Context: an optimization exercise on an open-source flow, tuned for small area, a short achievable clock period and few clock cycles per item. The choices shown serve that exercise and are no tape-out recipe. At most, simulation tests tie the RTL to the original design; equivalence was not proved. Only the layout flow was run in run 7; the RTL was not checked for function there.

==> design.v <==
module biriscv_divider
(
     input           clk_i
    ,input           rst_i
    ,input           opcode_valid_i
    ,input  [ 31:0]  opcode_opcode_i
    ,input  [ 31:0]  opcode_pc_i
    ,input           opcode_invalid_i
    ,input  [  4:0]  opcode_rd_idx_i
    ,input  [  4:0]  opcode_ra_idx_i
    ,input  [  4:0]  opcode_rb_idx_i
    ,input  [ 31:0]  opcode_ra_operand_i
    ,input  [ 31:0]  opcode_rb_operand_i
    ,output          writeback_valid_o
    ,output [ 31:0]  writeback_value_o
);
function low_mask32;
    input [31:0] x;
    begin
        low_mask32 = ~|(x[31:1] & ~x[30:0]);
    end
endfunction
wire div_rem_inst_w = ((opcode_opcode_i & 32'hfe00707f)  == 32'h2004033)  ||
                      ((opcode_opcode_i & 32'hfe00707f) == 32'h2005033) ||
                      ((opcode_opcode_i & 32'hfe00707f)  == 32'h2006033)  ||
                      ((opcode_opcode_i & 32'hfe00707f) == 32'h2007033);
wire start_w  = opcode_valid_i & div_rem_inst_w;
wire signed_w = ~opcode_opcode_i[12];    
wire div_w    = ~opcode_opcode_i[13];    
wire [31:0] a_w = opcode_ra_operand_i;
wire [31:0] b_w = opcode_rb_operand_i;
wire a_neg_w  = signed_w & a_w[31];
wire b_neg_w  = signed_w & b_w[31];
wire [31:0] a_abs_w = a_neg_w ? -a_w : a_w;
wire [31:0] a_inv_w = a_w ^ {32{a_neg_w}};
wire [31:0] b_inv_w = b_w ^ {32{b_neg_w}};
wire [5:0]  za_w;
wire [5:0]  zb_w;
biriscv_divider_clz u_clz_a (.x_i(a_inv_w), .z_o(za_w));
biriscv_divider_clz u_clz_b (.x_i(b_inv_w), .z_o(zb_w));
wire        pa_w    = a_neg_w & low_mask32(a_inv_w);
wire        pb_w    = b_neg_w & low_mask32(b_inv_w);
wire        b_zero_w = zb_w[5] & ~b_neg_w;
wire [5:0]  za_x_w   = za_w - {5'b0, pa_w};
wire [5:0]  zb_x_w   = zb_w - {5'b0, pb_w};
wire [6:0]  shift_w  = {1'b0, zb_x_w} - {1'b0, za_x_w};
wire        no_q_w   = shift_w[6] | b_zero_w;
wire [4:0]  sh_w     = {shift_w[4:1], 1'b1};
wire [64:0] e_sh_w   = {1'b1, ~b_inv_w, {32{~b_neg_w}}} << sh_w;
wire [32:0] e_init_w = e_sh_w[64:32];
reg        busy_q;
reg        valid_q;
reg [3:0]  cnt_q;
reg        div_q;       
reg        neg_q;       
reg [31:0] r_q;         
reg [32:0] e_q;         
reg        c_q;         
reg [31:0] q_q;         
wire [33:0] sub1_w  = {2'b0, r_q} + {1'b1, e_q} + {33'b0, c_q};
wire        q1_w    = ~sub1_w[33];
wire [31:0] r1_w    = q1_w ? sub1_w[31:0] : r_q;
wire [32:0] e1_w    = {1'b1, e_q[32:1]};
wire [33:0] sub2_w  = {2'b0, r1_w} + {1'b1, e1_w} + {33'b0, c_q};
wire        q2_w    = ~sub2_w[33];
wire [31:0] r2_w    = q2_w ? sub2_w[31:0] : r1_w;
always @(posedge clk_i or posedge rst_i)
if (rst_i)
begin
    busy_q  <= 1'b0;
    valid_q <= 1'b0;
    cnt_q   <= 4'b0;
end
else if (busy_q)
begin
    cnt_q   <= cnt_q - 4'd1;
    if (cnt_q == 4'd0)
    begin
        valid_q <= 1'b1;
        busy_q  <= 1'b0;
    end
    else
        valid_q <= 1'b0;
end
else
begin
    cnt_q   <= sh_w[4:1];
    valid_q <= start_w & no_q_w;
    busy_q  <= start_w & ~no_q_w;
end
always @(posedge clk_i)
if (busy_q)
begin
    r_q <= r2_w;
    e_q <= {2'b11, e_q[32:2]};
    q_q <= {q_q[29:0], q1_w, q2_w};
end
else
begin
    r_q   <= a_abs_w;
    e_q   <= e_init_w;
    c_q   <= ~b_neg_w;
    q_q   <= {32{b_zero_w}};
    div_q <= div_w;
    neg_q <= div_w ? (a_neg_w ^ b_neg_w) & ~b_zero_w : a_neg_w;
end
wire [31:0] res_w = div_q ? q_q : r_q;
assign writeback_valid_o = valid_q;
assign writeback_value_o = neg_q ? -res_w : res_w;
endmodule
module biriscv_divider_clz
(
     input  [31:0] x_i
    ,output [5:0]  z_o
);
wire [15:0] v1; wire [15:0] c1;
wire [7:0]  v2; wire [15:0] c2;
wire [3:0]  v3; wire [11:0] c3;
wire [1:0]  v4; wire [7:0]  c4;
genvar i;
generate
for (i = 0; i < 16; i = i + 1)
begin : l1
    assign v1[i] = x_i[2*i+1] | x_i[2*i];
    assign c1[i] = ~x_i[2*i+1];
end
for (i = 0; i < 8; i = i + 1)
begin : l2
    assign v2[i]         = v1[2*i+1] | v1[2*i];
    assign c2[2*i+1:2*i] = v1[2*i+1] ? {1'b0, c1[2*i+1]} : {1'b1, c1[2*i]};
end
for (i = 0; i < 4; i = i + 1)
begin : l3
    assign v3[i]         = v2[2*i+1] | v2[2*i];
    assign c3[3*i+2:3*i] = v2[2*i+1] ? {1'b0, c2[4*i+3:4*i+2]} : {1'b1, c2[4*i+1:4*i]};
end
for (i = 0; i < 2; i = i + 1)
begin : l4
    assign v4[i]         = v3[2*i+1] | v3[2*i];
    assign c4[4*i+3:4*i] = v3[2*i+1] ? {1'b0, c3[6*i+5:6*i+3]} : {1'b1, c3[6*i+2:6*i]};
end
endgenerate
wire       v5 = v4[1] | v4[0];
wire [4:0] c5 = v4[1] ? {1'b0, c4[7:4]} : {1'b1, c4[3:0]};
assign z_o = v5 ? {1'b0, c5} : 6'd32;
endmodule
==> run.sh <==
#!/bin/bash
# synth_recipe.tcl (not shown) runs the flow's synth.tcl, then flattens the netlist and writes it again
# the make line also repeats each setting of config.mk as NAME=value (left out here)
make -C /OpenROAD-flow-scripts/flow DESIGN_CONFIG=/design/flow/config.mk WORK_HOME=/design/flow/orfs CLKGATE_MAP_FILE= SYNTH_SCRIPT=/design/flow/synth_recipe.tcl finish
==> config.mk <==
export PLATFORM = sky130hd
export DESIGN_NAME = biriscv_divider
export DESIGN_NICKNAME = biriscv_divider
export VERILOG_FILES = /design/flow/design.v
export SDC_FILE = /design/flow/constraint.sdc
export NUM_CORES = 8
export LEC_CHECK = 0
export CAP_MARGIN = 20
export CORE_MARGIN = 2
export CORE_UTILIZATION = 40
export SETUP_SLACK_MARGIN = 1.5
export SLEW_MARGIN = 20
==> constraint.sdc <==
create_clock -name core_clock -period 7.0 [get_ports {clk_i}]
set_input_delay 1.4000 -clock core_clock [delete_from_list [all_inputs] [get_ports {clk_i}]]
set_output_delay 1.4000 -clock core_clock [all_outputs]
set_load 0.01 [all_outputs]
==> results of run 1 <==
cell usage after synthesis (all sizes together) (7+ instances only):
| master | n | area (um^2) |
|---|---|---|
| a2111oi | 7 | 98.84 |
| a211o | 7 | 61.31 |
| a211oi | 12 | 90.09 |
| a21o | 54 | 405.4 |
| a21oi | 170 | 850.8 |
| a221oi | 11 | 108.9 |
| a22oi | 7 | 52.55 |
| a31oi | 30 | 187.7 |
| and2 | 8 | 50.05 |
| and3 | 17 | 106.4 |
| buf | 33 | 170.2 |
| clkbuf | 111 | 416.7 |
| dfxtp | 97 | 1942 |
| ha | 74 | 925.9 |
| inv | 66 | 247.7 |
| mux2 | 32 | 360.3 |
| mux2i | 69 | 694.4 |
| nand2 | 203 | 762.0 |
| nand2b | 27 | 168.9 |
| nand3 | 40 | 200.2 |
| nand4 | 21 | 131.4 |
| nor2 | 151 | 566.8 |
| nor2b | 24 | 157.6 |
| nor3 | 49 | 250.2 |
| nor3b | 9 | 77.57 |
| nor4 | 17 | 118.9 |
| o211ai | 26 | 195.2 |
| o21a | 20 | 150.1 |
| o21ai | 164 | 832.1 |
| o21bai | 8 | 60.06 |
| o22ai | 12 | 75.07 |
| o31ai | 14 | 110.1 |
| or2 | 7 | 43.79 |
| or3 | 13 | 86.33 |
| xnor2 | 118 | 1033 |
| xor2 | 48 | 420.4 |
layout by cell type (no fill, tap or decap), types with 12 or more instances in the layout:
cell and count:
nor3_1 40, o211ai_1 26, o21a_1 19, dlymetal6s2s_1 25
o21ai_1 28, nand3_1 39, clkbuf_2 15, mux2i_1 61
inv_1 61, o21ai_0 120, a21oi_2 20, nand2_1 199
a21o_1 54, nor2b_1 16, xnor2_1 108, a21oi_1 146
nor4_1 13, buf_6 16, dlygate4sd2_1 15, ha_1 61
o31ai_1 12, nand4_1 21, a31oi_1 29, o21ai_2 14
nand2b_1 24, buf_12 12, dfxtp_1 97, mux2_2 31
xor2_1 44, nor2_1 142, buf_4 71, and3_1 17
clkdlybuf4s50_1 54
repair_timing:
action,in CTS,in global routing
gates resized for setup,166,177
setup endpoints to repair,76,73
pin swaps,51,63
endpoints found under the hold margin,0,0
buffers inserted,27,22
cloned,5,1
cell families after synthesis:
kind of cell | count (synthesis) | share of synthesized area, %
fa+ha+maj | 79 | 7.627
simple gates | 601 | 21.18
compound gates | 612 | 29.12
buf+inv | 210 | 6.203
mux | 107 | 8.845
xor+xnor | 166 | 10.81
flops | 106 | 16.22
worst reg2reg max path, cell delays in order, from the launching register on:
cell,delay [ps]
dfxtp_1,410
inv_1,90
fa_2,410
nor2b_2,160
o2111ai_2,190
a21oi_2,240
o21ai_2,140
o31ai_4,280
o21a_2,210
buf_12,160
mux2_2,380
ha_1,360
and3_1,230
and3_1,190
a211o_4,360
a211o_1,390
nand2_2,150
o21a_1,170
nor2_1,90
buf_4,210
a22oi_1,210
o31a_1,180
cell type report:
type | instances | share of cell area [%]
clock inverters | 6 | 0.2530
clock buffers | 10 | 1.362
flip-flops and latches | 106 | 13.00
multi-input cells | 1565 | 67.05
repair inverters | 1 | 0.04465
repair buffers | 221 | 13.43
well taps | 448 | 3.334
inverters | 66 | 1.525
layer usage:
layer	share of wire, %	wire length [um]	vias up
li1	-	-	6997
met1	47	21110	6574
met2	45	20140	500
met3	5.5	2476	71
met4	2.7	1217	0
met5	0	0	-
sequential cells by signal (all words and copies together), names as in the netlist:
| register | flops |
|---|---|
| neg_q | 1 |
| e_q | 33 |
| busy_q | 1 |
| q_q | 32 |
| cnt_q | 4 |
| r_q | 32 |
| div_q | 1 |
| valid_q | 1 |
| c_q | 1 |
stage by stage:
stage | cell area (um^2) | worst slack (ps)
6_report | 16810 | 1663
5_1_grt | 16810 | 1416
4_1_cts | 16110 | 1501
3_5_place_dp | 15130 | 148.2
3_3_place_gp | 15130 | 198.8
2_1_floorplan | 13590 | 1502
final timing paths:
check / to / slack (ps) / start / cells past startpoint
min reg2reg: q_q[9]$_DFF_P_ / 450 / q_q[7]$_DFF_P_ / 1
min in group asynchronous: busy_q$_DFF_PP0_ / 1260 / rst_i / 2
max reg2reg: r_q[23]$_DFF_P_ / 1740 / r_q[0]$_DFF_P_ / 21
max in group asynchronous: busy_q$_DFF_PP0_ / 5530 / rst_i / 2
max: e_q[9]$_DFF_P_ / 1660 / opcode_rb_operand_i[24] / 20
min: q_q[9]$_DFF_P_ / 450 / q_q[7]$_DFF_P_ / 1
==> metrics.md, run 1 <==
| Metric | Value |
|---|---|
| Met3 Track Usage GR | `approximately 1.3%` |
| CTS tree | `yes` |
| Layout area overhead | `24.99%` |
| Yosys cell types | `slightly below 90` |
| Via count | `between 10k and 15k` |
| Post-Layout Cell Count | `between 2k and 2.5k` |
| Clock Skews | `roughly 11 ps` |
| Die width | `between 150 and 200 um` |
| Maximum Capacitance Violations | `0` |
| Worst path bufs/invs | `4` |
| IO Pins | `180` |
| Register area share after synthesis | `16.22%` |
| Clock Tree Root | `clkbuf_16` |
| Average routed wire per standard cell | `18.55 um` |
| Critical setup path kind | `in2reg` |
| Diodes inserted | `0` |
| Fin Setup TNS | `0 ps` |
| Hold Crit Class | `reg2reg` |
| Hold slack | `about 450 ps` |
| Fin crit share | `between 70% and 80%` |
| Post-Syn Nets | `2107` |
| Multi-input logic area | `0.01127 mm^2` |
| Filler cells | `3351` |
| CTS buffer count | `9` |
| CP delay by family, top | `adder cells` |
| Layout net count | `2196` |
| Pre-antenna DRT Iters | `6` |
| Grt total ovfl | `0` |
| Final HPWL DP | `~35 mm` |
| Final setup viols | `0` |
| Final WL | `between 40 and 50 mm` |
| Yosys reg bits | `106` |
| Clock buffer depth | `2` |
| DRT antenna net count | `0` |
| Height of the chip | `between 150 and 200 um` |
| Post-synth EDFFs | `3` |
| Syn Inst Count | `about 1.9k` |
| First-pass GRT wire length | `~71 mm` |
| Fin. Hold Viols | `0` |
| Register area | `~0.0022 mm^2` |
| Syn. warnings | `1` |
| Initial Util | `between 40% and 50%` |
| Crit-path slowest cell | `fa_2` |
| Gpl congestion | `between 0.9 and 1` |
| Fmax | `approximately 190 MHz` |
| Fraction of layout cells with a size suffix above 1 | `17.52%` |
| Asr flop ratio synth | `5.660%` |
| Mapped Area | `roughly 0.013 mm^2` |
| Worst path max stage delay | `between 600 and 700 ps` |
| Arr. time, crit path | `between 5000 and 6000 ps` |
| Pin count of the biggest net entering global routing | `between 80 and 90` |
| Tmin final | `approximately 5300 ps` |
| Relative slew slack | `48.74%` |
| Port bufs | `approximately 120` |
| Final Core Density | `roughly half` |
| RSZ-0062 raised after global routing | `yes` |
| Vias in the first global route | `~13k` |
| Total GRT Usage | `24.71%` |
| Clock latency on the worst-skew pair | `360 ps` |
| Drc violations | `0` |
| Worst Path Max Fanout | `9` |
| Busiest grt layer | `met2` |
| Worst slew pin tran | `768.9 ps` |
| Worst Setup End Kind | `register` |
| Num Clock Sinks | `between 100 and 150` |
| Die area | `between 0.03 and 0.04 mm^2` |
| Routed vias/inst | `5.837` |
| CP Launch Type | `primary input` |
| Req. time, crit path | `slightly above 7000 ps` |
| Most used cell along the critical path | `o21ai_1` |
| Site row count | `67` |
| Max Slew Vio Count | `0` |
| Met2 GRT Util | `roughly two fifths` |
| Placed Cells | `roughly 2.4k` |
| Ys flop type | `dfxtp_1` |
| Core ar. | `roughly 0.033 mm^2` |
| Initial antenna violation count | `0` |
| DRT iter0 DRCs | `between 1k and 1.5k` |
| CTS H-tree depth | `3` |
| CP cell instances | `dlygate4sd2_1 -> nand4_1 -> o21ai_1 -> nand2_2 -> nor2_4 -> and2_4 -> a31oi_1 -> o22ai_1 -> nor2_2 -> ha_2 -> ha_4 -> inv_4 -> fa_2 -> buf_12 -> buf_16 -> mux4_2 -> a21oi_2 -> xnor2_1 -> o21ai_1 -> o21ai_0` |
| Syn avg cell area | `just over 7 um^2` |
| Clock Pin Slew Worst Setup and Hold Paths | `about 70 ps` |
| Cts hold-fix bufs | `0` |
| Grt met1 use | `a little over a third` |
| Outcome | `finished clean` |
Testbench counts, summed over its fixed seeds: cycles 19,588, ops 4,800.
==> run 2, diff against run 1 <==
==> flow/run.sh (new file) <==
#!/bin/bash
# Standard layout, with plain buffers (buf_1) on the ports instead of the
# default delay cells; repair resizes them where timing needs it.
set -euo pipefail
export BUFFER_PORTS_ARGS="-buffer_cell sky130_fd_sc_hd__buf_1"
bash standard.sh > standard.log 2>&1
==> standard.sh (new file) <==
#!/bin/bash
# synth_recipe.tcl (not shown) runs the flow's synth.tcl, then flattens the netlist and writes it again
# the make line also repeats each setting of config.mk as NAME=value (left out here)
make -C /OpenROAD-flow-scripts/flow DESIGN_CONFIG=/design/flow/config.mk WORK_HOME=/design/flow/orfs CLKGATE_MAP_FILE= SYNTH_SCRIPT=/design/flow/synth_recipe.tcl "${@:-finish}"
removed: run.sh
==> metrics.md, run 2 <==
| Metric | Value |
|---|---|
| Syn Inst Count | `1881 (unchanged)` |
| Final HPWL DP | `34.06 mm (-1.6%)` |
| Arr. time, crit path | `5730 ps (+180 ps)` |
| Max Slew Vio Count | `0 (unchanged)` |
| Clock Tree Root | `clkbuf_16` |
| Crit-path slowest cell | `fa_2` |
| Yosys reg bits | `106 (unchanged)` |
| Die width | `187.4 um (unchanged)` |
| Routed vias/inst | `5.789 (-0.82%)` |
| Via count | `13.95k (-1.4%)` |
| Vias in the first global route | `12.76k (-2.6%)` |
| Biggest register | `e_q` |
| Die area | `0.03512 mm^2 (unchanged)` |
| IO Pins | `180 (unchanged)` |
| Critical setup path kind | `in2reg` |
| Largest register FFs | `33 (unchanged)` |
| Layout area overhead | `18.18%` |
| Clock buffer depth | `2 (unchanged)` |
| Cts hold-fix bufs | `0 (unchanged)` |
| Final Worst Setup Slack | `1491 ps (-172.8 ps)` |
| Fin crit share | `78.71% (+2.5 points)` |
| Relative slew slack | `51.94% (+3.2 points)` |
| Top cells by count, synth | `203 x nand2_1, 170 x a21oi_1, 155 x o21ai_0, 151 x nor2_1, 118 x xnor2_1` |
| Fin. Hold Viols | `0 (unchanged)` |
| Drc violations | `0 (unchanged)` |
| CP cell instances | `buf_4 -> nor2b_4 -> buf_4 -> bufbuf_16 -> nand3_2 -> a2111oi_4 -> o2111ai_2 -> a311oi_2 -> ha_2 -> ha_1 -> inv_2 -> fa_2 -> buf_6 -> buf_16 -> o211a_1 -> a21oi_2 -> xnor2_2 -> nor2_1 -> or3_1 -> o21ai_0 -> o21ai_0` |
| Largest cells by area after synthesis | `dfxtp_1 14%, xnor2_1 7.7%, ha_1 6.9%` |
| Most frequent cells in the layout | `201 x nand2_1, 151 x a21oi_1, 148 x nor2_1` |
| Maximum Capacitance Violations | `0 (unchanged)` |
| Most common cell after layout, fill and taps aside | `nand2_1` |
| Tmin final | `5509 ps (+172.8 ps)` |
| Core ar. | `0.03336 mm^2 (unchanged)` |
| Placed instance area | `0.01428 mm^2 (-5.6%)` |
| Pre-CTS setup slack | `420.9 ps (+272.7 ps)` |
| DRT antenna net count | `0 (unchanged)` |
| Pin count of the biggest net entering global routing | `77 (-13%)` |
| Post-Syn Nets | `2107 (unchanged)` |
| Hold Crit Class | `reg2reg` |
| Fmax | `181.5 MHz (-3.1%)` |
| Syn avg cell area | `7.152 um^2 (unchanged)` |
| RSZ-0062 raised after global routing | `yes` |
| Post-synth EDFFs | `3 (unchanged)` |
| Asr flop ratio synth | `5.660% (unchanged)` |
| Layout net count | `2181 (-0.68%)` |
| Worst Path Max Fanout | `14 (+5)` |
| Most numerous cell in the Yosys netlist | `nand2_1` |
| Cell taking the most area after synthesis | `dfxtp_1` |
| Worst path bufs/invs | `6 (+2)` |
| Fin Setup TNS | `0 ps (unchanged)` |
| Outcome | `finished clean` |
| Gpl congestion | `0.9280 (-3.5%)` |
| Height of the chip | `187.4 um (unchanged)` |
| Pre-antenna DRT Iters | `7 (+1)` |
| Site row count | `67 (unchanged)` |
| Post-synth top area share | `14.43% (unchanged)` |
| Final setup viols | `0 (unchanged)` |
| Initial antenna violation count | `4 (+4)` |
| Worst slew pin tran | `720.9 ps (-47.96 ps)` |
| Req. time, crit path | `7220 ps (about the same)` |
| Post-route cell area | `0.01590 mm^2 (-5.4%)` |
| Filler cells | `3403 (+1.6%)` |
| First-pass GRT wire length | `68.53 mm (-3.2%)` |
| CTS buffer count | `9 (unchanged)` |
| Total GRT Usage | `23.99% (-0.72 points)` |
| CP delay by family, top | `compound AO/OA/AOI/OAI gates` |
| CTS tree | `yes` |
| Hold slack | `455.6 ps (+9.164 ps)` |
| Fraction of layout cells with a size suffix above 1 | `15.15% (-2.4 points)` |
| Grt total ovfl | `0 (unchanged)` |
| Final WL | `44.37 mm (-1.3%)` |
| Ys flop type | `dfxtp_1` |
| CP Launch Type | `primary input` |
| Mapped Area | `0.01345 mm^2 (unchanged)` |
| Clock Skews | `7.262 ps (-3.503 ps)` |
| Worst Setup End Kind | `register` |
| CP startpoint | `opcode_rb_operand_i[31]` |
| Regs by FF count | `e_q: 33 flops, q_q: 32 flops, r_q: 32 flops` |
| Clock latency on the worst-skew pair | `360 ps (about the same)` |
| DRT iter0 DRCs | `1340 (+24%)` |
| Initial Util | `40.32% (unchanged)` |
| CTS H-tree depth | `3 (unchanged)` |
| Worst path max stage delay | `500 ps (-170 ps)` |
| Min-Delay Startpoint | `q_q[29]$_DFF_P_` |
| Clock Pin Slew Worst Setup and Hold Paths | `70 ps (about the same)` |
| Average routed wire per standard cell | `18.41 um (-0.74%)` |
| Register area share after synthesis | `16.22% (unchanged)` |
| Syn. warnings | `1 (unchanged)` |
| Yosys cell types | `89 (unchanged)` |
| FF-to-FF Start | `r_q[0]$_DFF_P_` |
| Port bufs | `116 (unchanged)` |
| Num Clock Sinks | `106 (unchanged)` |
-- run 2: stage by stage --
stage | cells | utilization, %
floorplan | 1881 | -
global placement | 2337 | 42.81
detailed placement | 2337 | 42.81
CTS | 2365 | 44.95
global route | 2408 | 47.64
finish | 2410 | 47.65
-- run 2: cells by family (layout without fill, tap and decap cells) --
family	after synthesis	after routing	synth area share, %
AND/OR/NAND/NOR	601	601	21.18
flip-flops	106	106	16.22
adder cells (fa/ha/maj)	79	79	7.627
other	0	2	0
multiplexers	107	107	8.845
XOR/XNOR	166	166	10.81
buffers and inverters	210	289	6.203
AO/OA/AOI/OAI	612	612	29.12
-- run 2: timing repair --
item	in CTS	in global routing
pin swaps	11	50
buffers inserted	7	39
resized for setup	48	151
cloned	5	4
endpoints found under the hold margin	0	0
setup endpoints to repair	68	72
-- run 2: final cells by class --
cell class	instances	area (um^2)	area share (%)
Inverter	66	252.7	1.590
Clock inverter	6	111.4	0.7004
Timing Repair Buffer	207	1414	8.893
Sequential cell	106	2188	13.76
Tap cell	448	560.5	3.526
Multi-Input combinational cell	1565	11130	69.99
Clock buffer	10	239.0	1.503
Antenna cell	2	5.005	0.03148
-- run 2: worst paths after layout --
check	endpoint	slack, ps	cells past startpoint
max	e_q[23]$_DFF_P_	1490	21
min	q_q[31]$_DFF_P_	460	1
max reg2reg	r_q[29]$_DFF_P_	1680	21
min reg2reg	q_q[31]$_DFF_P_	460	1
max in group asynchronous	busy_q$_DFF_PP0_	5870	2
min in group asynchronous	valid_q$_DFF_PP0_	910	2
-- run 2: per-layer routing --
layer / vias to the layer above / global-route usage, % / routed length [um]
li1: 6943 / - / -
met1: 6484 / 34.37 / 21350
met2: 443 / 36.89 / 19060
met3: 77 / 2.927 / 2522
met4: 4 / 8.631 / 1409
met5: - / 0 / 32
-- run 2: worst register-to-register path, stage by stage (launching register included) --
cell	delay, ps
dfxtp_2	370
inv_1	80
fa_2	420
nor2b_2	170
o2111ai_2	200
a21oi_2	230
o21ai_2	120
o31ai_4	300
o21a_2	200
buf_12	160
mux2_2	400
ha_2	320
and3_1	200
and3_1	180
a211o_1	350
a211o_1	380
a21oi_1	140
buf_4	150
o21ai_1	130
a21oi_1	210
mux2_2	350
o311a_1	130
==> run 3, diff against run 2 <==
--- a/config.mk
+++ b/config.mk
@@ -8,5 +8,5 @@
 export CAP_MARGIN = 20
 export CORE_MARGIN = 2
 export CORE_UTILIZATION = 40
-export SETUP_SLACK_MARGIN = 1.5
+export SETUP_SLACK_MARGIN = 1.25
 export SLEW_MARGIN = 20
==> metrics.md, run 3 <==
| Metric | Value |
|---|---|
| Outcome | `finished clean` |
| Relative slew slack | `51.29% (-0.65 points)` |
| Max Slew Vio Count | `0 (unchanged)` |
| Worst slew pin tran | `730.6 ps (+9.682 ps)` |
| Post-Syn Nets | `2107 (unchanged)` |
| Mapped Area | `0.01345 mm^2 (unchanged)` |
| Via count | `13.78k (-1.2%)` |
| Die area | `0.03512 mm^2 (unchanged)` |
| Grt total ovfl | `0 (unchanged)` |
| Final WL | `43.00 mm (-3.1%)` |
| IO Pins | `180 (unchanged)` |
| Multi-input logic area | `0.01086 mm^2 (-2.4%)` |
| Initial Util | `40.32% (unchanged)` |
| Tmin final | `5482 ps (-27.63 ps)` |
| Fmax | `182.4 MHz (+0.50%)` |
| Core ar. | `0.03336 mm^2 (unchanged)` |
| RSZ-0062 raised after global routing | `no` |
| Req. time, crit path | `7280 ps (+60 ps)` |
| Reg2reg end | `r_q[29]$_DFF_P_` |
| Syn Inst Count | `1881 (unchanged)` |
| Worst Setup End Kind | `register` |
| Critical setup path kind | `in2reg` |
| Worst path max stage delay | `410 ps (-90 ps)` |
| Worst Path Max Fanout | `8 (-6)` |
| Clock buffer depth | `2 (unchanged)` |
| Final setup viols | `0 (unchanged)` |
| Fin crit share | `78.31% (-0.39 points)` |
| CP delay by family, top | `simple AND/OR/NAND/NOR gates` |
| Register area | `0.002187 mm^2 (about the same)` |
| Die width | `187.4 um (unchanged)` |
| Mux contribution to synthesized area | `8.845% (unchanged)` |
| Met2 WL | `18.57 mm (-2.6%)` |
| Min-Delay Startpoint | `q_q[29]$_DFF_P_` |
| Adder-cell share of the synthesized area | `7.626% (unchanged)` |
| Average routed wire per standard cell | `18.04 um (-2.0%)` |
| Asr flop ratio synth | `5.660% (unchanged)` |
| Total GRT Usage | `23.76% (-0.23 points)` |
| Clock Pin Slew Worst Setup and Hold Paths | `70 ps (about the same)` |
| Filler cells | `3485 (+2.4%)` |
| R2R cell count | `20 (-4.8%)` |
| Largest cells by area after synthesis | `dfxtp_1 14%, xnor2_1 7.7%, ha_1 6.9%` |
| Fin. Hold Viols | `0 (unchanged)` |
| Num Clock Sinks | `106 (unchanged)` |
| Largest register FFs | `33 (unchanged)` |
| Arr. time, crit path | `5760 ps (+30 ps)` |
| Gpl congestion | `0.9609 (+3.5%)` |
| Clock latency on the worst-skew pair | `370 ps (about the same)` |
| DRT iter0 DRCs | `916 (-32%)` |
| Height of the chip | `187.4 um (unchanged)` |
| Biggest register | `e_q` |
| DRT antenna net count | `0 (unchanged)` |
| Port bufs | `116 (unchanged)` |
| Largest family of logic cells by synthesized area | `compound AO/OA/AOI/OAI gates` |
| Met3 wire len | `2.628 mm (+4.2%)` |
| Crit-path slowest cell | `or3_4` |
| CTS H-tree depth | `3 (unchanged)` |
| Layout area overhead | `12.88%` |
| Worst path bufs/invs | `4 (-2)` |
| Register area share after synthesis | `16.22% (unchanged)` |
| Cell count along the critical path | `25 (+19%)` |
| Wl on met1 | `20.22 mm (-5.3%)` |
| CP Launch Type | `primary input` |
| Hold endpoint | `q_q[31]$_DFF_P_` |
| Fraction of layout cells with a size suffix above 1 | `11.27% (-3.9 points)` |
| Maximum Capacitance Violations | `0 (unchanged)` |
| Synth Area in Simple Gates | `21.18% (unchanged)` |
| Pin count of the biggest net entering global routing | `79 (+2.6%)` |
| Clock Tree Root | `clkbuf_16` |
| Top cells by count, synth | `203 x nand2_1, 170 x a21oi_1, 155 x o21ai_0, 151 x nor2_1, 118 x xnor2_1` |
| Vias in the first global route | `12.62k (-1.1%)` |
| Syn avg cell area | `7.152 um^2 (unchanged)` |
| R2R Setup Slk | `1550 ps (-130 ps)` |
| Hold Path Stages | `1 (unchanged)` |
| Fin Setup TNS | `0 ps (unchanged)` |
| Most frequent cells in the layout | `203 x nand2_1, 159 x a21oi_1, 148 x nor2_1` |
| XOR/XNOR Fraction of Synth Area | `10.81% (unchanged)` |
| Post-synth top area share | `14.43% (unchanged)` |
| Drc violations | `0 (unchanged)` |
| Post-synth EDFFs | `3 (unchanged)` |
| CTS tree | `yes` |
| First-pass GRT wire length | `67.79 mm (-1.1%)` |
| Ys flop type | `dfxtp_1` |
| Syn. warnings | `1 (unchanged)` |
| Final Core Density | `45.51% (-2.1 points)` |
| Yosys reg bits | `106 (unchanged)` |
| Final HPWL DP | `33.98 mm (-0.24%)` |
| Most numerous cell in the Yosys netlist | `nand2_1` |
| Yosys cell types | `89 (unchanged)` |
| FF-to-FF Start | `r_q[0]$_DFF_P_` |
| CTS buffer count | `9 (unchanged)` |
| Top routing layer in use | `met5` |
| Complex-gate fraction of the synthesized area | `29.12% (unchanged)` |
| Hold Crit Class | `reg2reg` |
| Cell taking the most area after synthesis | `dfxtp_1` |
| Most common cell after layout, fill and taps aside | `nand2_1` |
| Layout net count | `2155 (-1.2%)` |
| Initial antenna violation count | `4 (unchanged)` |
| Site row count | `67 (unchanged)` |
| Regs by FF count | `e_q: 33 flops, q_q: 32 flops, r_q: 32 flops` |
| Clock Skews | `10.29 ps (+3.033 ps)` |
| Routed vias/inst | `5.779 (-0.17%)` |
| Pre-antenna DRT Iters | `5 (-2)` |
-- run 3: timing repair --
item	in CTS	in global routing
endpoints found under the setup margin	66	67
cloned	0	3
buffers inserted	6	20
pin swaps	4	24
hold buffers	0	0
resized for setup	23	97
-- run 3: routing by layer --
| layer | vias up | track usage [%] |
|---|---|---|
| met2 | 417 | 36.87 |
| li1 | 6904 | - |
| met3 | 87 | 3.640 |
| met1 | 6365 | 32.82 |
| met5 | - | 0 |
| met4 | 4 | 9.873 |
-- run 3: area by class of cell --
cell class | instances | share of cell area, %
Clock inverter | 6 | 0.4779
Timing Repair Buffer | 181 | 6.699
Tap cell | 448 | 3.691
Inverter | 66 | 1.664
Antenna cell | 2 | 0.03296
Multi-Input combinational cell | 1565 | 71.53
Sequential cell | 106 | 14.40
Clock buffer | 10 | 1.508
-- run 3: cells by family (layout without fill, tap and decap cells) --
kind of cell / after synthesis / after routing
compound gates: 612 / 612
xor+xnor: 166 / 166
fa+ha+maj: 79 / 79
buf+inv: 210 / 263
flops: 106 / 106
mux: 107 / 107
other cells: 0 / 2
simple gates: 601 / 601
-- run 3: per-stage QoR --
stage	instances	hold WS (ps)	area, um^2	setup WS (ps)
2_1_floorplan	1881	421.8	13480	1295
3_3_place_gp	2337	440.5	14180	390.7
3_5_place_dp	2337	440.8	14180	302.5
4_1_cts	2359	457.1	14650	1208
5_1_grt	2382	484.1	15180	1237
6_report	2384	455.3	15190	1518
-- run 3: worst max path at each step --
stage | start | to | slack (ps)
CTS | e_q[6]$_DFF_P_ | r_q[27]$_DFF_P_ | 1210
detailed placement | opcode_opcode_i[12] | e_q[23]$_DFF_P_ | 300
finish | opcode_opcode_i[12] | e_q[29]$_DFF_P_ | 1520
global placement | opcode_opcode_i[12] | e_q[23]$_DFF_P_ | 390
floorplan | opcode_ra_operand_i[31] | e_q[29]$_DFF_P_ | 1300
global route | opcode_opcode_i[12] | e_q[15]$_DFF_P_ | 1240
==> run 4, diff against run 3 <==
--- a/config.mk
+++ b/config.mk
@@ -8,5 +8,5 @@
 export CAP_MARGIN = 20
 export CORE_MARGIN = 2
 export CORE_UTILIZATION = 40
-export SETUP_SLACK_MARGIN = 1.25
+export SETUP_SLACK_MARGIN = 1.75
 export SLEW_MARGIN = 20
==> metrics.md, run 4 <==
| Metric | Value |
|---|---|
| Gpl congestion | `0.9424 (-1.9%)` |
| Top cells by count, synth | `203 x nand2_1, 170 x a21oi_1, 155 x o21ai_0, 151 x nor2_1, 118 x xnor2_1` |
| Post-synth EDFFs | `3 (unchanged)` |
| Clock latency on the worst-skew pair | `370 ps (about the same)` |
| Hold Crit Class | `reg2reg` |
| Post-synth top area share | `14.43% (unchanged)` |
| Hold endpoint | `q_q[25]$_DFF_P_` |
| R2R cell count | `22 (+10%)` |
| Pre-antenna DRT Iters | `5 (unchanged)` |
| RSZ-0062 raised after global routing | `yes` |
| Fin. Hold Viols | `0 (unchanged)` |
| Syn. warnings | `1 (unchanged)` |
| Arr. time, crit path | `5600 ps (-160 ps)` |
| Yosys reg bits | `106 (unchanged)` |
| Site row count | `67 (unchanged)` |
| Crit-path slowest cell | `fa_2` |
| Clock Skews | `12.01 ps (+1.716 ps)` |
| Worst slew pin tran | `850.4 ps (+119.8 ps)` |
| Core ar. | `0.03336 mm^2 (unchanged)` |
| FF-to-FF Start | `e_q[6]$_DFF_P_` |
| Worst path max stage delay | `540 ps (+130 ps)` |
| Final Worst Setup Slack | `1633 ps (+114.6 ps)` |
| Yosys cell types | `89 (unchanged)` |
| Asr flop ratio synth | `5.660% (unchanged)` |
| Layout net count | `2235 (+3.7%)` |
| Ys flop type | `dfxtp_1` |
| Req. time, crit path | `7230 ps (-50 ps)` |
| Clock Tree Root | `clkbuf_16` |
| Relative slew slack | `43.30% (-8.0 points)` |
| Via count | `14.69k (+6.6%)` |
| Diodes inserted | `0 (-2)` |
| Biggest register | `e_q` |
| Cell taking the most area after synthesis | `dfxtp_1` |
| CP Launch Type | `primary input` |
| Fmax | `186.3 MHz (+2.1%)` |
| Layout area overhead | `27.57%` |
| Pin count of the biggest net entering global routing | `80 (+1.3%)` |
| Outcome | `finished clean` |
| Post-route cell area | `0.01716 mm^2 (+13%)` |
| Critical setup path kind | `in2reg` |
| Final Core Density | `51.44% (+5.9 points)` |
| Fraction of layout cells with a size suffix above 1 | `23.04% (+12 points)` |
| First-pass GRT wire length | `70.59 mm (+4.1%)` |
| CP cell instances | `buf_12 -> nor2b_4 -> buf_12 -> inv_4 -> o21ai_1 -> nand2b_4 -> nor2_4 -> and2_4 -> a31oi_1 -> o22ai_1 -> nor2_1 -> ha_2 -> ha_4 -> inv_4 -> fa_2 -> buf_12 -> buf_8 -> mux2i_1 -> a21oi_2 -> xnor2_1 -> mux2i_1 -> a21oi_1 -> o21ai_0` |
| Most common cell after layout, fill and taps aside | `nand2_1` |
| Maximum Capacitance Violations | `0 (unchanged)` |
| Met3 wire len | `2.803 mm (+6.7%)` |
| Clock Pin Slew Worst Setup and Hold Paths | `70 ps (about the same)` |
| Syn Inst Count | `1881 (unchanged)` |
| Fin crit share | `76.67% (-1.6 points)` |
| Synth Area in Simple Gates | `21.18% (unchanged)` |
| Complex-gate fraction of the synthesized area | `29.12% (unchanged)` |
| IO Pins | `180 (unchanged)` |
| Total GRT Usage | `24.78% (+1.0 points)` |
| Register area share after synthesis | `16.22% (unchanged)` |
| Fin Setup TNS | `0 ps (unchanged)` |
| R2R Setup Slk | `1830 ps (+280 ps)` |
| Grt total ovfl | `0 (unchanged)` |
| Largest register FFs | `33 (unchanged)` |
| Final WL | `46.92 mm (+9.1%)` |
| Routed vias/inst | `5.965 (+3.2%)` |
| Die area | `0.03512 mm^2 (unchanged)` |
| Max Slew Vio Count | `0 (unchanged)` |
| Top routing layer in use | `met4` |
| Initial Util | `40.32% (unchanged)` |
| Largest family of logic cells by synthesized area | `compound AO/OA/AOI/OAI gates` |
| Mux contribution to synthesized area | `8.845% (unchanged)` |
| Final HPWL DP | `34.35 mm (+1.1%)` |
| DRT iter0 DRCs | `1199 (+31%)` |
| Largest cells by area after synthesis | `dfxtp_1 14%, xnor2_1 7.7%, ha_1 6.9%` |
| Syn avg cell area | `7.152 um^2 (unchanged)` |
| Most frequent cells in the layout | `191 x nand2_1, 139 x nor2_1, 134 x a21oi_1` |
| Adder-cell share of the synthesized area | `7.626% (unchanged)` |
| Most used cell along the critical path | `buf_12` |
| Num Clock Sinks | `106 (unchanged)` |
| DRT antenna net count | `0 (unchanged)` |
| CTS H-tree depth | `3 (unchanged)` |
| CTS buffer count | `9 (unchanged)` |
| CTS tree | `yes` |
| Average routed wire per standard cell | `19.06 um (+5.7%)` |
| Reg2reg end | `r_q[28]$_DFF_P_` |
| Min-Delay Startpoint | `q_q[23]$_DFF_P_` |
| Pre-CTS setup slack | `374.0 ps (+71.52 ps)` |
| Clock buffer depth | `2 (unchanged)` |
| Placed instance area | `0.01436 mm^2 (+1.3%)` |
| Wl on met1 | `21.50 mm (+6.3%)` |
| Worst Setup End Kind | `register` |
| Die width | `187.4 um (unchanged)` |
| Mapped Area | `0.01345 mm^2 (unchanged)` |
| Port bufs | `116 (unchanged)` |
| Final setup viols | `0 (unchanged)` |
| Post-Syn Nets | `2107 (unchanged)` |
| Regs by FF count | `e_q: 33 flops, q_q: 32 flops, r_q: 32 flops` |
| Most numerous cell in the Yosys netlist | `nand2_1` |
| Tmin final | `5367 ps (-114.6 ps)` |
| Worst Path Max Fanout | `8 (unchanged)` |
| Height of the chip | `187.4 um (unchanged)` |
| Hold slack | `451.9 ps (-3.388 ps)` |
| Vias in the first global route | `13.09k (+3.7%)` |
| Hold Path Stages | `1 (unchanged)` |
| Drc violations | `0 (unchanged)` |
| XOR/XNOR Fraction of Synth Area | `10.81% (unchanged)` |
| Met2 WL | `20.87 mm (+12%)` |
| Initial antenna violation count | `0 (-4)` |
## run 4: how the worst max path moves through the flow
stage                            from               to  slack [ps]  depth (start not counted)
3_5_place_dp      opcode_opcode_i[12]  e_q[16]$_DFF_P_         370                         22
6_report          opcode_opcode_i[12]  e_q[20]$_DFF_P_        1630                         23
4_1_cts           opcode_opcode_i[12]  e_q[23]$_DFF_P_        1730                         26
3_3_place_gp      opcode_opcode_i[12]  e_q[16]$_DFF_P_         470                         22
5_1_grt           opcode_opcode_i[12]  e_q[26]$_DFF_P_        1500                         25
2_1_floorplan  opcode_ra_operand_i[6]  e_q[29]$_DFF_P_        1700                         22
## run 4: cells by family (layout without fill, tap and decap cells)
group,Yosys count,count (layout)
compound gates,612,612
fa+ha+maj,79,79
buf+inv,210,342
mux,107,107
flops,106,106
simple gates,601,601
xor+xnor,166,167
## run 4: critical path: cells and delay by family
kind,cells,cell delay [ps]
multiplexers,2,490
XOR/XNOR,1,230
AND/OR/NAND/NOR,5,770
buffers and inverters,6,650
adder cells (fa/ha/maj),3,1030
AO/OA/AOI/OAI,6,1010
## run 4: per-stage QoR
step                std cells
floorplan                1881
global placement         2338
detailed placement       2338
CTS                      2418
global route             2462
finish                   2462
## run 4: layout make-up
cell class	count	area (um^2)
Tap cell	448	560.5
Clock inverter	7	67.56
Timing Repair Buffer	258	2006
Fill cell	3275	16200
Timing Repair inverter	2	12.51
Clock buffer	9	225.2
Inverter	66	257.7
Sequential cell	106	2200
Multi-Input combinational cell	1566	11830
## run 4: per-layer routing
layer / up-vias / global-route usage, %
met5: - / 0
met4: 0 / 9.873
met3: 90 / 2.326
met2: 585 / 39.23
met1: 6940 / 34.65
li1: 7071 / -
## run 4: repair_timing
item,4_1_cts,5_1_grt
gates resized for setup,132,250
setup buffers,56,42
hold buffers,0,0
pin swaps,59,73
gates cloned,8,2
hold endpoints to repair,0,0
setup endpoints to repair,76,71
==> run 5, diff against run 4 <==
--- a/config.mk
+++ b/config.mk
@@ -8,5 +8,5 @@
 export CAP_MARGIN = 20
 export CORE_MARGIN = 2
 export CORE_UTILIZATION = 40
-export SETUP_SLACK_MARGIN = 1.75
+export SETUP_SLACK_MARGIN = 1.0
 export SLEW_MARGIN = 20
==> metrics.md, run 5 <==
| Metric | Value |
|---|---|
| Final Core Density | `44.73% (-6.7 points)` |
| Yosys reg bits | `106 (unchanged)` |
| Biggest register | `e_q` |
| Tmin final | `5775 ps (+407.5 ps)` |
| Maximum Capacitance Violations | `0 (unchanged)` |
| Arr. time, crit path | `6030 ps (+430 ps)` |
| Req. time, crit path | `7250 ps (+20 ps)` |
| Worst Setup End Kind | `register` |
| Routed vias/inst | `5.803 (-2.7%)` |
| IO Pins | `180 (unchanged)` |
| Total GRT Usage | `23.65% (-1.1 points)` |
| Initial antenna violation count | `0 (unchanged)` |
| Pre-CTS setup slack | `515.6 ps (+141.6 ps)` |
| Largest cells by area after synthesis | `dfxtp_1 14%, xnor2_1 7.7%, ha_1 6.9%` |
| Post-synth EDFFs | `3 (unchanged)` |
| Critical setup path kind | `reg2reg` |
| Wl on met1 | `20.73 mm (-3.6%)` |
| Ys flop type | `dfxtp_1` |
| DRT iter0 DRCs | `972 (-19%)` |
| Die width | `187.4 um (unchanged)` |
| Pin count of the biggest net entering global routing | `80 (unchanged)` |
| Worst slew pin tran | `735.5 ps (-114.9 ps)` |
| Fin crit share | `82.50% (+5.8 points)` |
| Max Slew Vio Count | `0 (unchanged)` |
| Filler cells | `3489 (+6.5%)` |
| Most common cell after layout, fill and taps aside | `nand2_1` |
| Height of the chip | `187.4 um (unchanged)` |
| Syn. warnings | `1 (unchanged)` |
| First-pass GRT wire length | `67.96 mm (-3.7%)` |
| Final setup viols | `0 (unchanged)` |
| Hold Path Stages | `1 (unchanged)` |
| Fmax | `173.2 MHz (-7.1%)` |
| CP Launch Type | `register` |
| Grt total ovfl | `0 (unchanged)` |
| CTS H-tree depth | `3 (unchanged)` |
| Most numerous cell in the Yosys netlist | `nand2_1` |
| Syn avg cell area | `7.152 um^2 (unchanged)` |
| Worst Path Max Fanout | `14 (+6)` |
| Gpl congestion | `0.9644 (+2.3%)` |
| Post-route cell area | `0.01492 mm^2 (-13%)` |
| Final Worst Setup Slack | `1225 ps (-407.5 ps)` |
| Mapped Area | `0.01345 mm^2 (unchanged)` |
| Syn Inst Count | `1881 (unchanged)` |
| Post-synth top area share | `14.43% (unchanged)` |
| Site row count | `67 (unchanged)` |
| Fraction of layout cells with a size suffix above 1 | `8.820% (-14 points)` |
| Final WL | `42.87 mm (-8.6%)` |
| Most frequent cells in the layout | `203 x nand2_1, 162 x a21oi_1, 151 x nor2_1` |
| Cts hold-fix bufs | `0 (unchanged)` |
| Met2 WL | `19.10 mm (-8.5%)` |
| Largest register FFs | `33 (unchanged)` |
| Diodes inserted | `0 (unchanged)` |
| Initial Util | `40.32% (unchanged)` |
| Register area share after synthesis | `16.22% (unchanged)` |
| Average routed wire per standard cell | `18.14 um (-4.8%)` |
| Yosys cell types | `89 (unchanged)` |
| Placed instance area | `0.01420 mm^2 (-1.1%)` |
| Core ar. | `0.03336 mm^2 (unchanged)` |
| Top routing layer in use | `met4` |
| Clock Pin Slew Worst Setup and Hold Paths | `80 ps (about the same)` |
| Outcome | `finished clean` |
| Asr flop ratio synth | `5.660% (unchanged)` |
| Relative slew slack | `50.51% (+7.2 points)` |
| Hold slack | `458.8 ps (+6.891 ps)` |
| Layout area overhead | `10.93%` |
| Hold Crit Class | `reg2reg` |
| R2R cell count | `21 (-4.5%)` |
| Port bufs | `116 (unchanged)` |
| Clock latency on the worst-skew pair | `360 ps (about the same)` |
| Clock buffer depth | `2 (unchanged)` |
| CTS tree | `yes` |
| Met3 wire len | `2.054 mm (-27%)` |
| Drc violations | `0 (unchanged)` |
| Layout net count | `2137 (-4.4%)` |
| CTS buffer count | `9 (unchanged)` |
| Fin. Hold Viols | `0 (unchanged)` |
| Num Clock Sinks | `106 (unchanged)` |
| Top cells by count, synth | `203 x nand2_1, 170 x a21oi_1, 155 x o21ai_0, 151 x nor2_1, 118 x xnor2_1` |
| Fin Setup TNS | `0 ps (unchanged)` |
| RSZ-0062 raised after global routing | `no` |
| Pre-antenna DRT Iters | `8 (+3)` |
| Via count | `13.72k (-6.6%)` |
| Regs by FF count | `e_q: 33 flops, q_q: 32 flops, r_q: 32 flops` |
| Die area | `0.03512 mm^2 (unchanged)` |
| Final HPWL DP | `34.15 mm (-0.57%)` |
| Clock Skews | `7.361 ps (-4.650 ps)` |
| Vias in the first global route | `12.62k (-3.6%)` |
| Post-Syn Nets | `2107 (unchanged)` |
| Clock Tree Root | `clkbuf_16` |
| Cell taking the most area after synthesis | `dfxtp_1` |
| DRT antenna net count | `0 (unchanged)` |
## run 5: cell counts after synthesis
Identical to the previous run, type by type.
## run 5: critical path, stage by stage, from the launching register on
cell and delay (ps):
dfxtp_1 400, inv_1 80, fa_1 450, nor2b_1 180
o2111ai_1 290, a21oi_2 270, o21ai_1 200, o31ai_4 410
o21a_4 310, buf_4 190, mux2_2 360, ha_1 490
a21o_1 160, a31oi_1 40, o32ai_1 290, a211o_1 230
nand2_1 140, o21a_1 250, buf_4 230, or3_1 310
mux2_2 260, o311a_1 100
## run 5: per-layer routing
layer	global-route usage, %	vias up
met5	0	-
met4	6.360	0
met3	2.026	48
met2	38.25	399
met1	33.72	6408
li1	-	6864
## run 5: cell type report
class                      count  area (um^2)  area share [%]
timing repair buffer         163        922.1           6.179
tap                          448        560.5           3.756
clock buffer                   9        225.2           1.509
inverter                      66        250.2           1.677
sequential                   106         2186           14.65
clock inverter                 7        86.33          0.5785
multi-input combinational   1565        10690           71.65
## run 5: kinds of logic (layout without fill, tap and decap cells)
family | after synthesis | in the layout | share of synthesized area (%)
and+or+nand+nor | 601 | 601 | 21.18
buffers and inverters | 210 | 245 | 6.203
muxes | 107 | 107 | 8.845
AOI/OAI and AO/OA | 612 | 612 | 29.12
DFF | 106 | 106 | 16.22
xor gates and xnor gates | 166 | 166 | 10.81
adders and majority gates | 79 | 79 | 7.627
## run 5: through the flow
| stage | std cells |
|---|---|
| 2_1_floorplan | 1881 |
| 3_3_place_gp | 2336 |
| 3_5_place_dp | 2336 |
| 4_1_cts | 2352 |
| 5_1_grt | 2364 |
| 6_report | 2364 |
## run 5: final timing paths
path                                       from                end  slack, ps
worst max-delay path             r_q[0]$_DFF_P_    r_q[29]$_DFF_P_       1230
worst min-delay path            q_q[23]$_DFF_P_    q_q[25]$_DFF_P_        460
worst max register to register   r_q[0]$_DFF_P_    r_q[29]$_DFF_P_       1230
worst min register to register  q_q[23]$_DFF_P_    q_q[25]$_DFF_P_        460
max in group asynchronous                 rst_i   busy_q$_DFF_PP0_       5870
min in group asynchronous                 rst_i  valid_q$_DFF_PP0_        920
## run 5: timing repair
action / in CTS / in global routing
setup endpoints to repair: 45 / 68
hold endpoints to repair: 0 / 0
gates resized for setup: 6 / 53
gates cloned: 0 / 4
pin swaps: 0 / 6
buffers inserted: 0 / 8
==> run 6, diff against run 5 <==
--- a/config.mk
+++ b/config.mk
@@ -8,5 +8,5 @@
 export CAP_MARGIN = 20
 export CORE_MARGIN = 2
 export CORE_UTILIZATION = 40
-export SETUP_SLACK_MARGIN = 1.0
+export SETUP_SLACK_MARGIN = 0.75
 export SLEW_MARGIN = 20
==> metrics.md, run 6 <==
| Metric | Value |
|---|---|
| Biggest register | `e_q` |
| Tmin final | `5901 ps (+126.1 ps)` |
| Vias in the first global route | `12.57k (-0.42%)` |
| Clock Tree Root | `clkbuf_16` |
| CP startpoint | `opcode_rb_operand_i[31]` |
| Ys flop type | `dfxtp_1` |
| Layout area overhead | `9.393%` |
| Grt total ovfl | `0 (unchanged)` |
| Final setup viols | `0 (unchanged)` |
| Initial antenna violation count | `0 (unchanged)` |
| Arr. time, crit path | `6100 ps (+70 ps)` |
| Height of the chip | `187.4 um (unchanged)` |
| Num Clock Sinks | `106 (unchanged)` |
| Diodes inserted | `0 (unchanged)` |
| Max Slew Vio Count | `0 (unchanged)` |
| Register area share after synthesis | `16.22% (unchanged)` |
| Maximum Capacitance Violations | `0 (unchanged)` |
| Port bufs | `116 (unchanged)` |
| Layout net count | `2141 (+0.19%)` |
| Mapped Area | `0.01345 mm^2 (unchanged)` |
| Syn. warnings | `1 (unchanged)` |
| Top cells by count, synth | `203 x nand2_1, 170 x a21oi_1, 155 x o21ai_0, 151 x nor2_1, 118 x xnor2_1` |
| Largest cells by area after synthesis | `dfxtp_1 14%, xnor2_1 7.7%, ha_1 6.9%` |
| Final HPWL DP | `33.88 mm (-0.80%)` |
| Min-Delay Startpoint | `q_q[7]$_DFF_P_` |
| Fraction of layout cells with a size suffix above 1 | `8.073% (-0.75 points)` |
| Die area | `0.03512 mm^2 (unchanged)` |
| Average routed wire per standard cell | `17.73 um (-2.3%)` |
| DRT iter0 DRCs | `778 (-20%)` |
| Multi-input logic area | `0.01056 mm^2 (-1.3%)` |
| Die width | `187.4 um (unchanged)` |
| Asr flop ratio synth | `5.660% (unchanged)` |
| Hold Path Stages | `1 (unchanged)` |
| CTS buffer count | `9 (unchanged)` |
| Site row count | `67 (unchanged)` |
| Relative slew slack | `34.19% (-16 points)` |
| RSZ-0062 raised after global routing | `no` |
| R2R cell count | `19 (-9.5%)` |
| Req. time, crit path | `7200 ps (-50 ps)` |
| Initial Util | `40.32% (unchanged)` |
| Gpl congestion | `0.9419 (-2.3%)` |
| Register area | `0.002186 mm^2 (unchanged)` |
| Most common cell after layout, fill and taps aside | `nand2_1` |
| Fin crit share | `84.30% (+1.8 points)` |
| Fmax | `169.5 MHz (-2.1%)` |
| Hold Crit Class | `reg2reg` |
| CP cell instances | `clkbuf_2 -> nor2b_4 -> inv_2 -> or3_1 -> a21oi_2 -> nand3_1 -> and2_1 -> a31oi_1 -> o22ai_1 -> nor2_1 -> ha_1 -> ha_1 -> inv_1 -> xnor2_1 -> ha_2 -> xor2_4 -> buf_4 -> mux2i_1 -> o21ai_0 -> xnor2_1 -> buf_4 -> o21ai_0 -> o311ai_0` |
| Critical setup path kind | `in2reg` |
| Drc violations | `0 (unchanged)` |
| CTS H-tree depth | `3 (unchanged)` |
| Fin. Hold Viols | `0 (unchanged)` |
| Worst slew pin tran | `980.5 ps (+245.0 ps)` |
| Most frequent cells in the layout | `203 x nand2_1, 167 x a21oi_1, 154 x o21ai_0` |
| Post-route cell area | `0.01472 mm^2 (-1.4%)` |
| Regs by FF count | `e_q: 33 flops, q_q: 32 flops, r_q: 32 flops` |
| Fin Setup TNS | `0 ps (unchanged)` |
| Cts hold-fix bufs | `0 (unchanged)` |
| Clock latency on the worst-skew pair | `350 ps (about the same)` |
| Yosys cell types | `89 (unchanged)` |
| Clock Pin Slew Worst Setup and Hold Paths | `70 ps (about the same)` |
| Largest register FFs | `33 (unchanged)` |
| Crit-path slowest cell | `or3_1` |
| FF-to-FF Start | `r_q[1]$_DFF_P_` |
| Worst path max stage delay | `430 ps (-60 ps)` |
| Clock Skews | `7.121 ps (-0.2403 ps)` |
| Cell taking the most area after synthesis | `dfxtp_1` |
| Pin count of the biggest net entering global routing | `76 (-5.0%)` |
| Final Core Density | `44.11% (-0.62 points)` |
| Most numerous cell in the Yosys netlist | `nand2_1` |
| Syn Inst Count | `1881 (unchanged)` |
| CTS tree | `yes` |
| CP Launch Type | `primary input` |
| Yosys reg bits | `106 (unchanged)` |
| Worst Setup End Kind | `register` |
| First-pass GRT wire length | `67.61 mm (-0.52%)` |
| Post-synth top area share | `14.43% (unchanged)` |
| R2R Setup Slk | `1180 ps (-50 ps)` |
| Total GRT Usage | `23.46% (-0.19 points)` |
| Via count | `13.61k (-0.82%)` |
| Pre-antenna DRT Iters | `6 (-2)` |
| Final WL | `41.97 mm (-2.1%)` |
| Worst Path Max Fanout | `21 (+7)` |
| Hold slack | `449.9 ps (-8.952 ps)` |
| Post-Syn Nets | `2107 (unchanged)` |
| Placed instance area | `0.01427 mm^2 (+0.49%)` |
| Outcome | `finished clean` |
| DRT antenna net count | `0 (unchanged)` |
| Post-synth EDFFs | `3 (unchanged)` |
| Routed vias/inst | `5.746 (-0.99%)` |
| Clock buffer depth | `2 (unchanged)` |
| IO Pins | `180 (unchanged)` |
| Filler cells | `3539 (+1.4%)` |
| Syn avg cell area | `7.152 um^2 (unchanged)` |
| Core ar. | `0.03336 mm^2 (unchanged)` |
## run 6: cell counts after synthesis
Identical to the previous run, type by type.
## run 6: stage by stage
step	worst slack, ps	cells
after global routing	700.6	2368
final	1099	2368
after CTS	773.8	2363
after floorplan	797.2	1881
after detailed placement	267.2	2347
after global placement	283.2	2347
## run 6: final timing paths
check	to
max	e_q[22]$_DFF_P_
min	q_q[9]$_DFF_P_
max reg2reg	r_q[29]$_DFF_P_
min reg2reg	q_q[9]$_DFF_P_
max in group asynchronous	busy_q$_DFF_PP0_
min in group asynchronous	valid_q$_DFF_PP0_
## run 6: cell type report
type | instances | share of cell area, %
Multi-Input combinational cell | 1565 | 71.73
Sequential cell | 106 | 14.85
Timing Repair Buffer | 167 | 5.866
Tap cell | 448 | 3.809
Inverter | 66 | 1.683
Clock buffer | 9 | 1.530
Clock inverter | 7 | 0.5271
## run 6: cells by family after synthesis
group                      share of synthesized area [%]
AOI/OAI and AO/OA                                  29.12
buffers and inverters                              6.203
muxes                                              8.845
xor gates and xnor gates                           10.81
and+or+nand+nor                                    21.18
adders and majority gates                          7.627
DFF                                                16.22
## run 6: per-layer routing
| layer | global-route usage, % | vias to the layer above | part of all wire, % |
|---|---|---|---|
| li1 | - | 6866 | - |
| met2 | 37.68 | 358 | 43 |
| met5 | 0 | - | 0 |
| met1 | 33.56 | 6341 | 50 |
| met3 | 1.595 | 41 | 4.2 |
| met4 | 7.208 | 0 | 2.6 |
## run 6: what timing repair did
item	4_1_cts	5_1_grt
gates resized for setup	1	18
pin swaps	0	3
buffers inserted	0	5
setup endpoints to repair	8	61
## run 6: worst max-delay path: cells and delay by family
kind            cells  cell delay (ps)
simple gates        5             1230
compound gates      6             1070
buf+inv             5              810
fa+ha+maj           3              710
xor+xnor            3              640
mux                 1              230
==> run 7, diff against run 6 <==
--- a/design.v
+++ b/design.v
@@ -57,11 +57,13 @@
 reg [32:0] e_q;         
 reg        c_q;         
 reg [31:0] q_q;         
-wire [33:0] sub1_w  = {2'b0, r_q} + {1'b1, e_q} + {33'b0, c_q};
+wire [34:0] sum1_w  = {2'b0, r_q, 1'b1} + {1'b1, e_q, c_q};
+wire [33:0] sub1_w  = sum1_w[34:1];
 wire        q1_w    = ~sub1_w[33];
 wire [31:0] r1_w    = q1_w ? sub1_w[31:0] : r_q;
 wire [32:0] e1_w    = {1'b1, e_q[32:1]};
-wire [33:0] sub2_w  = {2'b0, r1_w} + {1'b1, e1_w} + {33'b0, c_q};
+wire [34:0] sum2_w  = {2'b0, r1_w, 1'b1} + {1'b1, e1_w, c_q};
+wire [33:0] sub2_w  = sum2_w[34:1];
 wire        q2_w    = ~sub2_w[33];
 wire [31:0] r2_w    = q2_w ? sub2_w[31:0] : r1_w;
 always @(posedge clk_i or posedge rst_i)
@@ -91,22 +93,24 @@
 always @(posedge clk_i)
 if (busy_q)
 begin
-    r_q <= r2_w;
+    if (div_q && cnt_q == 4'd0)
+        r_q <= {q_q[29:0], q1_w, q2_w};
+    else
+        r_q <= r2_w;
     e_q <= {2'b11, e_q[32:2]};
     q_q <= {q_q[29:0], q1_w, q2_w};
 end
 else
 begin
-    r_q   <= a_abs_w;
+    r_q   <= (div_w & no_q_w) ? {32{b_zero_w}} : a_abs_w;
     e_q   <= e_init_w;
     c_q   <= ~b_neg_w;
-    q_q   <= {32{b_zero_w}};
+    q_q   <= 32'b0;
     div_q <= div_w;
     neg_q <= div_w ? (a_neg_w ^ b_neg_w) & ~b_zero_w : a_neg_w;
 end
-wire [31:0] res_w = div_q ? q_q : r_q;
 assign writeback_valid_o = valid_q;
-assign writeback_value_o = neg_q ? -res_w : res_w;
+assign writeback_value_o = neg_q ? -r_q : r_q;
 endmodule
 module biriscv_divider_clz
 (
--- a/config.mk
+++ b/config.mk
@@ -7,6 +7,6 @@
 export LEC_CHECK = 0
 export CAP_MARGIN = 20
 export CORE_MARGIN = 2
-export CORE_UTILIZATION = 40
-export SETUP_SLACK_MARGIN = 0.75
+export CORE_UTILIZATION = 50
+export SETUP_SLACK_MARGIN = 1.5
 export SLEW_MARGIN = 20
==> metrics.md, run 7 <==
| Metric | Value |
|---|---|
| Average routed wire per standard cell | `20.14 um (+14%)` |
| Grt total ovfl | `0 (unchanged)` |
| Met3 Track Usage GR | `3.510% (+1.9 points)` |
| Layout area overhead | `24.65%` |
| CP Launch Type | `primary input` |
| Multi-input logic area | `0.01111 mm^2 (+5.2%)` |
| Ys flop type | `dfxtp_1` |
| Worst slew pin tran | `1229 ps (+248.2 ps)` |
| Maximum Capacitance Violations | `0 (unchanged)` |
| Most numerous cell in the Yosys netlist | `o21ai_0` |
| Fraction of layout cells with a size suffix above 1 | `20.01% (+12 points)` |
| Most frequent cells in the layout | `184 x nand2_1, 132 x nor2_1, 130 x a21oi_1` |
| Cts hold-fix bufs | `0 (unchanged)` |
| Grt met1 use | `44.03% (+10 points)` |
| Clock Skews | `13.68 ps (+6.560 ps)` |
| Yosys cell types | `88 (-1.1%)` |
| Vias in the first global route | `12.89k (+2.5%)` |
| Placed instance area | `0.01363 mm^2 (-4.5%)` |
| Hold Crit Class | `reg2reg` |
| Clock buffer depth | `2 (unchanged)` |
| Post-Syn Nets | `2053 (-2.6%)` |
| Mapped Area | `0.01281 mm^2 (-4.8%)` |
| Pin count of the biggest net entering global routing | `94 (+24%)` |
| Most common cell after layout, fill and taps aside | `nand2_1` |
| Largest register FFs | `33 (unchanged)` |
| Yosys reg bits | `104 (-1.9%)` |
| Worst Setup End Kind | `register` |
| Final HPWL DP | `33.78 mm (-0.31%)` |
| Final WL | `45.79 mm (+9.1%)` |
| Fin Setup TNS | `0 ps (unchanged)` |
| Outcome | `finished clean` |
| Relative slew slack | `17.82% (-16 points)` |
| Tmin final | `5638 ps (-262.9 ps)` |
| Syn avg cell area | `7.011 um^2 (-2.0%)` |
| Pre-CTS setup slack | `468.2 ps (+201.0 ps)` |
| Routed vias/inst | `6.209 (+8.1%)` |
| Register area share after synthesis | `16.72% (+0.50 points)` |
| First-pass GRT wire length | `69.37 mm (+2.6%)` |
| Clock latency on the worst-skew pair | `360 ps (about the same)` |
| Syn Inst Count | `1827 (-2.9%)` |
| Max Slew Vio Count | `0 (unchanged)` |
| Die area | `0.02691 mm^2 (-23%)` |
| IO Pins | `180 (unchanged)` |
| Pre-antenna DRT Iters | `8 (+2)` |
| Post-Layout Cell Count | `2274 (-4.0%)` |
| Site row count | `58 (-13%)` |
[run 7: changes by cell type in the layout (fill, tap and decap cells not counted), sizes merged, moves of 17 or more]
cell   change
and2      +30
xor2      -17
a21o      -20
buf       +45
mux2i     -32
xnor2     +21
o21ai     +38
[run 7: worst max-delay path, cell delays in order]
cell      delay [ps]
buf_12           110
nand2b_4         140
a21oi_4          160
o221ai_2         100
a21oi_1          220
nor2_1            90
a221oi_2         350
nor3_2            90
o211ai_1         230
a21boi_1         120
o41ai_2          260
ha_2             270
ha_4             230
fa_2             400
buf_6            150
xor2_4           180
buf_6            140
buf_16           140
a21oi_4          160
mux2i_1          100
xnor2_1          200
nor2_1            90
a21oi_2          180
a21oi_2          100
mux2_2           270
[run 7: cells by family (layout without fill, tap and decap cells)]
group / Yosys count / count (layout) / share of synthesized area (%)
AOI/OAI and AO/OA: 646 / 646 / 31.52
and+or+nand+nor: 574 / 574 / 21.66
buffers and inverters: 200 / 317 / 6.105
xor gates and xnor gates: 170 / 170 / 11.62
DFF: 104 / 104 / 16.72
adders and majority gates: 79 / 79 / 7.893
muxes: 54 / 54 / 4.474
[run 7: final cells by class]
type / instances / share of cell area [%]
Multi-Input combinational cell: 1523 / 69.58
Sequential cell: 104 / 13.46
Timing Repair Buffer: 223 / 10.59
Tap cell: 330 / 2.586
Inverter: 78 / 1.881
Clock buffer: 9 / 1.411
Clock inverter: 7 / 0.4859
[run 7: worst paths after layout]
check,endpoint,slack [ps],depth (start not counted)
setup / recovery,e_q[30]$_DFF_P_,1360,25
hold / removal,q_q[3]$_SDFF_PN0_,450,2
setup reg to reg,r_q[22]$_DFF_P_,1580,24
hold reg to reg,q_q[3]$_SDFF_PN0_,450,2
max in group asynchronous,busy_q$_DFF_PP0_,5840,2
min in group asynchronous,valid_q$_DFF_PP0_,940,2
[run 7: repair_timing]
item	CTS	global route
pin swaps	42	80
endpoints found under the hold margin	0	0
setup endpoints to repair	68	66
setup buffers	28	23
gates cloned	9	2
resized for setup	157	228
[run 7: per-stage QoR]
| stage | hold slack, ps |
|---|---|
| floorplan | 408.7 |
| global route | 462.6 |
| finish | 447.3 |
| detailed placement | 435.2 |
| CTS | 446.7 |
| global placement | 432.1 |
[run 7: metal layers]
metal / up-vias / part of all wire (%)
met5: - / 0
met4: 0 / 4.1
met3: 86 / 6.0
met2: 562 / 46
met1: 6597 / 44
li1: 6874 / -

==> re-timing with driven ports <==
Ports are ideal in the flow. The routed layouts listed here were re-timed in OpenROAD.
Step 1 assumes that a clkbuf_16 drives the clock port and a buf_2 every other input.
Step 2 adds t to the input delays and takes it off the output delays; t is the mean of the earliest and latest rising clock arrival at the registers after step 1. Input paths then give back, and output paths get back, about the clock's delay inside the block.
Three values: ideal, step 1, step 2; two values: the first two.
| run | shift t [ns] | slack for setup (ns) | hold slack, ns | clock arrival spread, ns | worst slew at a driven data input, ns |
|---|---|---|---|---|---|
| run 1 | 0.401 | 1.663 / 1.656 / 1.287 | 0.446 / 0.446 / 0.446 | 0.011 / 0.011 | 0.06 |
| run 2 | 0.403 | 1.491 / 1.516 / 1.113 | 0.456 / 0.456 / 0.456 | 0.007 / 0.007 | 0.06 |
| run 3 | 0.410 | 1.518 / 1.503 / 1.135 | 0.455 / 0.455 / 0.455 | 0.011 / 0.010 | 0.06 |
| run 4 | 0.408 | 1.633 / 1.633 / 1.225 | 0.452 / 0.452 / 0.452 | 0.013 / 0.013 | 0.06 |
| run 5 | 0.407 | 1.225 / 1.225 / 0.904 | 0.459 / 0.459 / 0.459 | 0.011 / 0.011 | 0.06 |
| run 6 | 0.395 | 1.099 / 1.121 / 0.726 | 0.450 / 0.450 / 0.450 | 0.009 / 0.009 | 0.06 |
| run 7 | 0.399 | 1.362 / 1.359 / 0.960 | 0.447 / 0.447 / 0.447 | 0.014 / 0.013 | 0.06 |
After both steps setup and hold are still met in every run listed. For run 4, which loses most, drivers alone change the setup slack by 0.000 ns; drivers and shift together by -0.408 ns.
